This is an optimization exercise on Yosys and OpenROAD, whose aim is small area and a short achievable clock period, not a production implementation. RTL that was checked went through simulation tests only; none was proved equivalent to the original. The clock input has no modelled driver; a real chip could not lean on it and would need a root buffer or a full tree. No activity file was given, so power comes from the tool's default toggle rates.

==> nickel <==
==> flow/design.v <==
parameter REAL_DATA_WIDTH = 32;
typedef logic[REAL_DATA_WIDTH-1:0] RealDataType;
function automatic RealDataType unpackReal(input RealDataType arg, input int NUM_BITS);
    if (NUM_BITS > REAL_DATA_WIDTH) begin
        $error("Attempted to grab %d bits from %d bit RealDataType", NUM_BITS, REAL_DATA_WIDTH);
    end
    unpackReal = arg >> (REAL_DATA_WIDTH - NUM_BITS);
endfunction
function automatic RealDataType packReal(input RealDataType arg, input int NUM_BITS);
    if (NUM_BITS > REAL_DATA_WIDTH) begin
        $error("Attempted to pack %d bits in %d bit RealDataType", NUM_BITS, REAL_DATA_WIDTH);
    end
    packReal = arg << (REAL_DATA_WIDTH - NUM_BITS);
endfunction
typedef struct packed {
    RealDataType re;
    RealDataType im;
} ComplexType;
typedef logic[2*REAL_DATA_WIDTH-1:0] ComplexLogicType;
function automatic ComplexLogicType complexToLogic(input ComplexType arg);
    complexToLogic = {arg.im, arg.re};
endfunction
function automatic ComplexType logicToComplex(input ComplexLogicType arg);
    logicToComplex = {arg[2*REAL_DATA_WIDTH-1:REAL_DATA_WIDTH], arg[REAL_DATA_WIDTH-1:0]};
endfunction
`timescale 1ns/1ns
module radix_2_butterfly #(
    parameter DATA_WIDTH = 16
) (
    input  logic       clkIn,
    input  logic       rstIn,
    input  logic       enIn,
    input  logic       validIn,
    input  ComplexType dataIn,
    output logic       validOut,
    output ComplexType dataOut
);
    localparam int W  = DATA_WIDTH + 1;          
    localparam int C1 = 6;
    localparam int C2 = 12;
    logic       stateR;      
    logic       bInvR;       
    logic [2:0] validR;
    always_ff @(posedge clkIn) begin
        if (rstIn) begin
            stateR <= 1'b0;
            validR <= 3'b000;
        end else if (enIn) begin
            if (validIn) stateR <= ~stateR;
            validR <= {validR[1:0], validIn};
        end
    end
    logic signed [DATA_WIDTH-1:0] inRe, inIm;
    assign inRe = dataIn[63 -: DATA_WIDTH];
    assign inIm = dataIn[31 -: DATA_WIDTH];
    function automatic logic [2*W-1:0] prefixAdd(input logic [W-1:0] a,
                                                 input logic [W-1:0] b,
                                                 input logic cin);
        logic [W-1:0] p, g, gg, pp, gn, pn;
        p  = a ^ b;
        g  = a & b;
        gg = g;
        pp = p;
        gg[0] = g[0] | (p[0] & cin);
        for (int l = 0; (1 << l) < W; l++) begin
            gn = gg;
            pn = pp;
            for (int i = 0; i < W; i++) begin
                if ((i >> l) & 1) begin
                    gn[i] = gg[i] | (pp[i] & gg[((i >> l) << l) - 1]);
                    pn[i] = pp[i] & pp[((i >> l) << l) - 1];
                end
            end
            gg = gn;
            pp = pn;
        end
        prefixAdd = {gg, p ^ {gg[W-2:0], cin}};
    endfunction
    function automatic logic [1:0] splitCarries(input logic [DATA_WIDTH-1:0] a,
                                                input logic [DATA_WIDTH-1:0] b,
                                                input logic cin);
        logic [2*W-1:0] s;
        s = prefixAdd({a[DATA_WIDTH-1], a}, {b[DATA_WIDTH-1], b}, cin);
        splitCarries = {s[W+C2-1], s[W+C1-1]};
    endfunction
    logic signed [DATA_WIDTH-1:0] x0ReR, x0ImR, aReR, aImR, bReR, bImR;
    logic [1:0]                   cReR, cImR;
    logic signed [DATA_WIDTH:0]   outReR, outImR;
    function automatic logic [W-1:0] splitSum(input logic [DATA_WIDTH-1:0] a,
                                              input logic [DATA_WIDTH-1:0] b,
                                              input logic cin,
                                              input logic [1:0] c);
        logic [W-1:0]   ae, be;
        logic [2*W-1:0] s0, s1, s2;
        ae = {a[DATA_WIDTH-1], a};
        be = {b[DATA_WIDTH-1], b};
        s0 = prefixAdd({{(W-C1){1'b0}}, ae[C1-1:0]}, {{(W-C1){1'b0}}, be[C1-1:0]}, cin);
        s1 = prefixAdd({{(W-C2+C1){1'b0}}, ae[C2-1:C1]}, {{(W-C2+C1){1'b0}}, be[C2-1:C1]}, c[0]);
        s2 = prefixAdd({{C2{1'b0}}, ae[W-1:C2]}, {{C2{1'b0}}, be[W-1:C2]}, c[1]);
        splitSum = {s2[W-C2-1:0], s1[C2-C1-1:0], s0[C1-1:0]};
    endfunction
    always_ff @(posedge clkIn) begin
        if (enIn) begin
            if (stateR) begin
                aReR  <= x0ReR;
                aImR  <= x0ImR;
                bReR  <= inRe;
                bImR  <= inIm;
                bInvR <= 1'b0;
                cReR  <= splitCarries(x0ReR, inRe, 1'b0);
                cImR  <= splitCarries(x0ImR, inIm, 1'b0);
            end else begin
                x0ReR <= inRe;
                x0ImR <= inIm;
                bReR  <= ~bReR;
                bImR  <= ~bImR;
                bInvR <= ~bInvR;
                cReR  <= splitCarries(aReR, ~bReR, ~bInvR);
                cImR  <= splitCarries(aImR, ~bImR, ~bInvR);
            end
            outReR <= splitSum(aReR, bReR, bInvR, cReR);
            outImR <= splitSum(aImR, bImR, bInvR, cImR);
        end
    end
    assign dataOut.re = {outReR, {(32-DATA_WIDTH-1){1'b0}}};
    assign dataOut.im = {outImR, {(32-DATA_WIDTH-1){1'b0}}};
    assign validOut   = validR[2];
endmodule
==> flow/flow/run.sh <==
#!/bin/bash
# Layout flow: the standard ORFS flow (standard.sh) with these changes:
#  - synthesis: no full/half adder cell extraction before ABC (ADDER_MAP_FILE
#    empty) and ABC's delay-driven mapping script (ABC_AREA=1);
#  - resizing may change a cell's footprint (MATCH_CELL_FOOTPRINT=0);
#  - ports buffered with buf_2;
#  - repair_timing aims for SETUP_SLACK_MARGIN of slack;
#  - the clock tree is built by flow/cts_manual.tcl (the clock port drives
#    4 clkbuf_16, each driving the flip-flops of one quarter of the core)
#    instead of TritonCTS.
# Each step's output goes to a log file of its own in this folder.
set -euo pipefail
K=(ADDER_MAP_FILE= ABC_AREA=1 MATCH_CELL_FOOTPRINT=0 SETUP_SLACK_MARGIN=1.4
   "BUFFER_PORTS_ARGS=-buffer_cell sky130_fd_sc_hd__buf_2")
bash standard.sh "${K[@]}" place > 1_synth_place.log 2>&1
bash standard.sh "${K[@]}" run RUN_SCRIPT="$PWD/flow/cts_manual.tcl" > 2_cts_manual.log 2>&1
bash standard.sh "${K[@]}" finish > 3_route_finish.log 2>&1
==> flow/flow/cts_manual.tcl <==
utl::set_metrics_stage "cts__{}"
source $::env(SCRIPTS_DIR)/load.tcl
erase_non_stage_variables cts
load_design 3_place.odb 3_place.sdc

set_dont_use $::env(DONT_USE_CELLS)

set nbuf 4
if { [info exists ::env(CLK_NBUF)] } { set nbuf $::env(CLK_NBUF) }
set bufCell sky130_fd_sc_hd__clkbuf_16
if { [info exists ::env(CLK_BUF_CELL)] } { set bufCell $::env(CLK_BUF_CELL) }

set db [ord::get_db]
set block [ord::get_db_block]
set clkNet [$block findNet clkIn]
set master [$db findMaster $bufCell]

# sinks: every instance pin on the clock net
set sinks {}
foreach it [$clkNet getITerms] {
  set inst [$it getInst]
  set bb [$inst getBBox]
  set x [expr {([$bb xMin] + [$bb xMax]) / 2}]
  set y [expr {([$bb yMin] + [$bb yMax]) / 2}]
  lappend sinks [list $x $y $it]
}
puts "manual cts: [llength $sinks] sinks, $nbuf buffers of $bufCell"

proc split_groups { groups axis } {
  set out {}
  foreach g $groups {
    set s [lsort -integer -index $axis $g]
    set h [expr {[llength $s] / 2}]
    lappend out [lrange $s 0 [expr {$h - 1}]] [lrange $s $h end]
  }
  return $out
}

set groups [list $sinks]
set axis 0
while { [llength $groups] < $nbuf } {
  set groups [split_groups $groups $axis]
  set axis [expr {1 - $axis}]
}

set k 0
foreach g $groups {
  set sx 0
  set sy 0
  foreach s $g {
    set sx [expr {$sx + [lindex $s 0]}]
    set sy [expr {$sy + [lindex $s 1]}]
  }
  set n [llength $g]
  set cx [expr {$sx / $n}]
  set cy [expr {$sy / $n}]
  set inst [odb::dbInst_create $block $master "clkbuf_man_$k"]
  set net [odb::dbNet_create $block "clknet_man_$k"]
  $net setSigType CLOCK
  [$inst findITerm A] connect $clkNet
  [$inst findITerm X] connect $net
  foreach s $g {
    set it [lindex $s 2]
    $it disconnect
    $it connect $net
  }
  $inst setLocation [expr {$cx - [$master getWidth] / 2}] [expr {$cy - [$master getHeight] / 2}]
  $inst setPlacementStatus PLACED
  puts "manual cts: clkbuf_man_$k drives $n sinks around ($cx, $cy)"
  incr k
}
$clkNet setSigType CLOCK

set_propagated_clock [all_clocks]
estimate_parasitics -placement

set_placement_padding -global \
  -left $::env(CELL_PAD_IN_SITES_DETAIL_PLACEMENT) \
  -right $::env(CELL_PAD_IN_SITES_DETAIL_PLACEMENT)
detailed_placement
estimate_parasitics -placement
report_clock_latency
report_clock_skew

if { !$::env(SKIP_CTS_REPAIR_TIMING) } {
  repair_timing_helper
  detailed_placement
  check_placement -verbose
}

report_metrics 4 "cts final"

orfs_write_db $::env(RESULTS_DIR)/4_1_cts.odb
orfs_write_sdc $::env(RESULTS_DIR)/4_cts.sdc
==> flow/standard.sh <==
#!/bin/bash
# synth_recipe.tcl (not shown) runs the flow's synth.tcl, then flattens the netlist and writes it again
# the make line also repeats each setting of config.mk as NAME=value (left out here)
make -C /OpenROAD-flow-scripts/flow DESIGN_CONFIG=/design/flow/config.mk WORK_HOME=/design/flow/orfs CLKGATE_MAP_FILE= SYNTH_SCRIPT=/design/flow/synth_recipe.tcl "${@:-finish}"
==> flow/config.mk <==
export PLATFORM = sky130hd
export DESIGN_NAME = radix_2_butterfly
export DESIGN_NICKNAME = radix_2_butterfly
export VERILOG_FILES = /design/flow/design.v
export SDC_FILE = /design/flow/constraint.sdc
export NUM_CORES = 4
export LEC_CHECK = 0
export CAP_MARGIN = 20
export CORE_MARGIN = 2
export CORE_UTILIZATION = 40
export SLEW_MARGIN = 20
==> flow/constraint.sdc <==
create_clock -name core_clock -period 3.0 [get_ports {clkIn}]
set_input_delay 0.6000 -clock core_clock [delete_from_list [all_inputs] [get_ports {clkIn}]]
set_output_delay 0.6000 -clock core_clock [all_outputs]
set_load 0.01 [all_outputs]
==> delta (differences from nickel) <==
==> flow/design.v (replaced) <==
parameter REAL_DATA_WIDTH = 32;
typedef logic[REAL_DATA_WIDTH-1:0] RealDataType;
function automatic RealDataType unpackReal(input RealDataType arg, input int NUM_BITS);
    if (NUM_BITS > REAL_DATA_WIDTH) begin
        $error("Attempted to grab %d bits from %d bit RealDataType", NUM_BITS, REAL_DATA_WIDTH);
    end
    unpackReal = arg >> (REAL_DATA_WIDTH - NUM_BITS);
endfunction
function automatic RealDataType packReal(input RealDataType arg, input int NUM_BITS);
    if (NUM_BITS > REAL_DATA_WIDTH) begin
        $error("Attempted to pack %d bits in %d bit RealDataType", NUM_BITS, REAL_DATA_WIDTH);
    end
    packReal = arg << (REAL_DATA_WIDTH - NUM_BITS);
endfunction
typedef struct packed {
    RealDataType re;
    RealDataType im;
} ComplexType;
typedef logic[2*REAL_DATA_WIDTH-1:0] ComplexLogicType;
function automatic ComplexLogicType complexToLogic(input ComplexType arg);
    complexToLogic = {arg.im, arg.re};
endfunction
function automatic ComplexType logicToComplex(input ComplexLogicType arg);
    logicToComplex = {arg[2*REAL_DATA_WIDTH-1:REAL_DATA_WIDTH], arg[REAL_DATA_WIDTH-1:0]};
endfunction
`timescale 1ns/1ns
module radix_2_butterfly #(
    parameter DATA_WIDTH = 16
) (
    input  logic       clkIn,
    input  logic       rstIn,
    input  logic       enIn,
    input  logic       validIn,
    input  ComplexType dataIn,
    output logic       validOut,
    output ComplexType dataOut
);
    localparam int LW = DATA_WIDTH / 2;          
    localparam int HW = DATA_WIDTH + 1 - LW;     
    logic       stateR;      
    logic       bInvR;       
    logic [2:0] validR;
    always_ff @(posedge clkIn) begin
        if (rstIn) begin
            stateR <= 1'b0;
            validR <= 3'b000;
        end else if (enIn) begin
            if (validIn) stateR <= ~stateR;
            validR <= {validR[1:0], validIn};
        end
    end
    logic signed [DATA_WIDTH-1:0] inRe, inIm;
    assign inRe = dataIn[63 -: DATA_WIDTH];
    assign inIm = dataIn[31 -: DATA_WIDTH];
    function automatic logic [HW:0] prefixAdd(input logic [HW-1:0] a,
                                              input logic [HW-1:0] b,
                                              input logic cin);
        logic [HW-1:0] p, g, gg, pp, gn, pn;
        p  = a ^ b;
        g  = a & b;
        gg = g;
        pp = p;
        gg[0] = g[0] | (p[0] & cin);
        for (int l = 0; (1 << l) < HW; l++) begin
            gn = gg;
            pn = pp;
            for (int i = 0; i < HW; i++) begin
                if ((i >> l) & 1) begin
                    gn[i] = gg[i] | (pp[i] & gg[((i >> l) << l) - 1]);
                    pn[i] = pp[i] & pp[((i >> l) << l) - 1];
                end
            end
            gg = gn;
            pp = pn;
        end
        prefixAdd = {gg[HW-1], p ^ {gg[HW-2:0], cin}};
    endfunction
    function automatic logic lowCarry(input logic [LW-1:0] a,
                                      input logic [LW-1:0] b,
                                      input logic cin);
        logic [HW:0] s;
        s = prefixAdd(HW'(a), HW'(b), cin);
        lowCarry = s[LW];
    endfunction
    logic signed [DATA_WIDTH-1:0] x0ReR, x0ImR, aReR, aImR, bReR, bImR;
    logic                         cReR, cImR;
    logic signed [DATA_WIDTH:0]   outReR, outImR;
    logic [HW:0] lowRe, lowIm, highRe, highIm;
    assign lowRe  = prefixAdd(HW'(aReR[LW-1:0]), HW'(bReR[LW-1:0]), bInvR);
    assign lowIm  = prefixAdd(HW'(aImR[LW-1:0]), HW'(bImR[LW-1:0]), bInvR);
    assign highRe = prefixAdd({aReR[DATA_WIDTH-1], aReR[DATA_WIDTH-1:LW]},
                              {bReR[DATA_WIDTH-1], bReR[DATA_WIDTH-1:LW]}, cReR);
    assign highIm = prefixAdd({aImR[DATA_WIDTH-1], aImR[DATA_WIDTH-1:LW]},
                              {bImR[DATA_WIDTH-1], bImR[DATA_WIDTH-1:LW]}, cImR);
    always_ff @(posedge clkIn) begin
        if (enIn) begin
            if (stateR) begin
                aReR  <= x0ReR;
                aImR  <= x0ImR;
                bReR  <= inRe;
                bImR  <= inIm;
                bInvR <= 1'b0;
                cReR  <= lowCarry(x0ReR[LW-1:0], inRe[LW-1:0], 1'b0);
                cImR  <= lowCarry(x0ImR[LW-1:0], inIm[LW-1:0], 1'b0);
            end else begin
                x0ReR <= inRe;
                x0ImR <= inIm;
                bReR  <= ~bReR;
                bImR  <= ~bImR;
                bInvR <= ~bInvR;
                cReR  <= lowCarry(aReR[LW-1:0], ~bReR[LW-1:0], ~bInvR);
                cImR  <= lowCarry(aImR[LW-1:0], ~bImR[LW-1:0], ~bInvR);
            end
            outReR <= {highRe[HW-1:0], lowRe[LW-1:0]};
            outImR <= {highIm[HW-1:0], lowIm[LW-1:0]};
        end
    end
    assign dataOut.re = {outReR, {(32-DATA_WIDTH-1){1'b0}}};
    assign dataOut.im = {outImR, {(32-DATA_WIDTH-1){1'b0}}};
    assign validOut   = validR[2];
endmodule
--- a/flow/flow/run.sh
+++ b/flow/flow/run.sh
@@ -11,5 +11,5 @@
 # Each step's output goes to a log file of its own in this folder.
 set -euo pipefail
-K=(ADDER_MAP_FILE= ABC_AREA=1 MATCH_CELL_FOOTPRINT=0 SETUP_SLACK_MARGIN=1.4
+K=(ADDER_MAP_FILE= ABC_AREA=1 MATCH_CELL_FOOTPRINT=0 SETUP_SLACK_MARGIN=1.4 CORE_UTILIZATION=70
    "BUFFER_PORTS_ARGS=-buffer_cell sky130_fd_sc_hd__buf_2")
 bash standard.sh "${K[@]}" place > 1_synth_place.log 2>&1
==> summary.txt <==
metric	delta	nickel
Total design power	3630 uW	3730 uW
Status	timing/DRC/antenna clean	timing/DRC/antenna clean
Simple logic cell fraction of the synthesized area	0.208	0.193
Avg Inst Size Synth	9.80 um^2	9.95 um^2
Final worst-path cycle share	0.512	0.520
Origin of the worst setup path	enIn	dataIn[54]
Cell Area, Placed	0.00691 mm^2	0.00733 mm^2
Area growth from synthesis to final layout	10.5%	10.2%
Multi-input combinational gate total	446	470
Highest clock frequency the design can meet	0.651 GHz	0.641 GHz
Sequential fraction of design power	0.651	0.646
Tapcell Cnt	111	220
Register fraction of the total cell area	0.564	0.552
Proportion of power drawn by the clock network	0.186	0.189
Fraction of the mapped netlist area in compound gates	0.0580	0.0760
Post-synthesis instance area	0.00654 mm^2	0.00680 mm^2
Count of routing violations after the opening detailed-route iteration	170	314
No functional check of the RTL was part of nickel. In every run of this note, the design's own scripts or RTL, not TritonCTS, make the clock network.

==> re-timing with driven ports <==
The results above use ideal ports. As a check the final layouts listed here were re-extracted and re-timed, cells and wires unchanged.
Step 1 (the two cells are an assumption about what drives the block):
set clk [get_ports {clkIn}]
set_driving_cell -lib_cell sky130_fd_sc_hd__clkbuf_16 $clk
set_driving_cell -lib_cell sky130_fd_sc_hd__buf_2 [delete_from_list [all_inputs] $clk]
Step 2 moves the port delays by t, midway between the first and last clock arrival at a register: inputs arrive t later, outputs are due t later. That takes back most of the time a late clock gives input paths.
Slacks: ideal ports / drivers / drivers and shift; pairs: ideal ports / drivers.
run	t (ns)	slack for setup (ns)	pins driven straight from the clock port
nickel	0.268	1.441 / 1.504 / 1.237	4
delta	0.252	1.465 / 1.481 / 1.272	4
After both steps setup and hold are still met in every run listed. The setup slack of nickel, which loses most, moves by +0.063 ns with the drivers and by -0.204 ns with both steps.
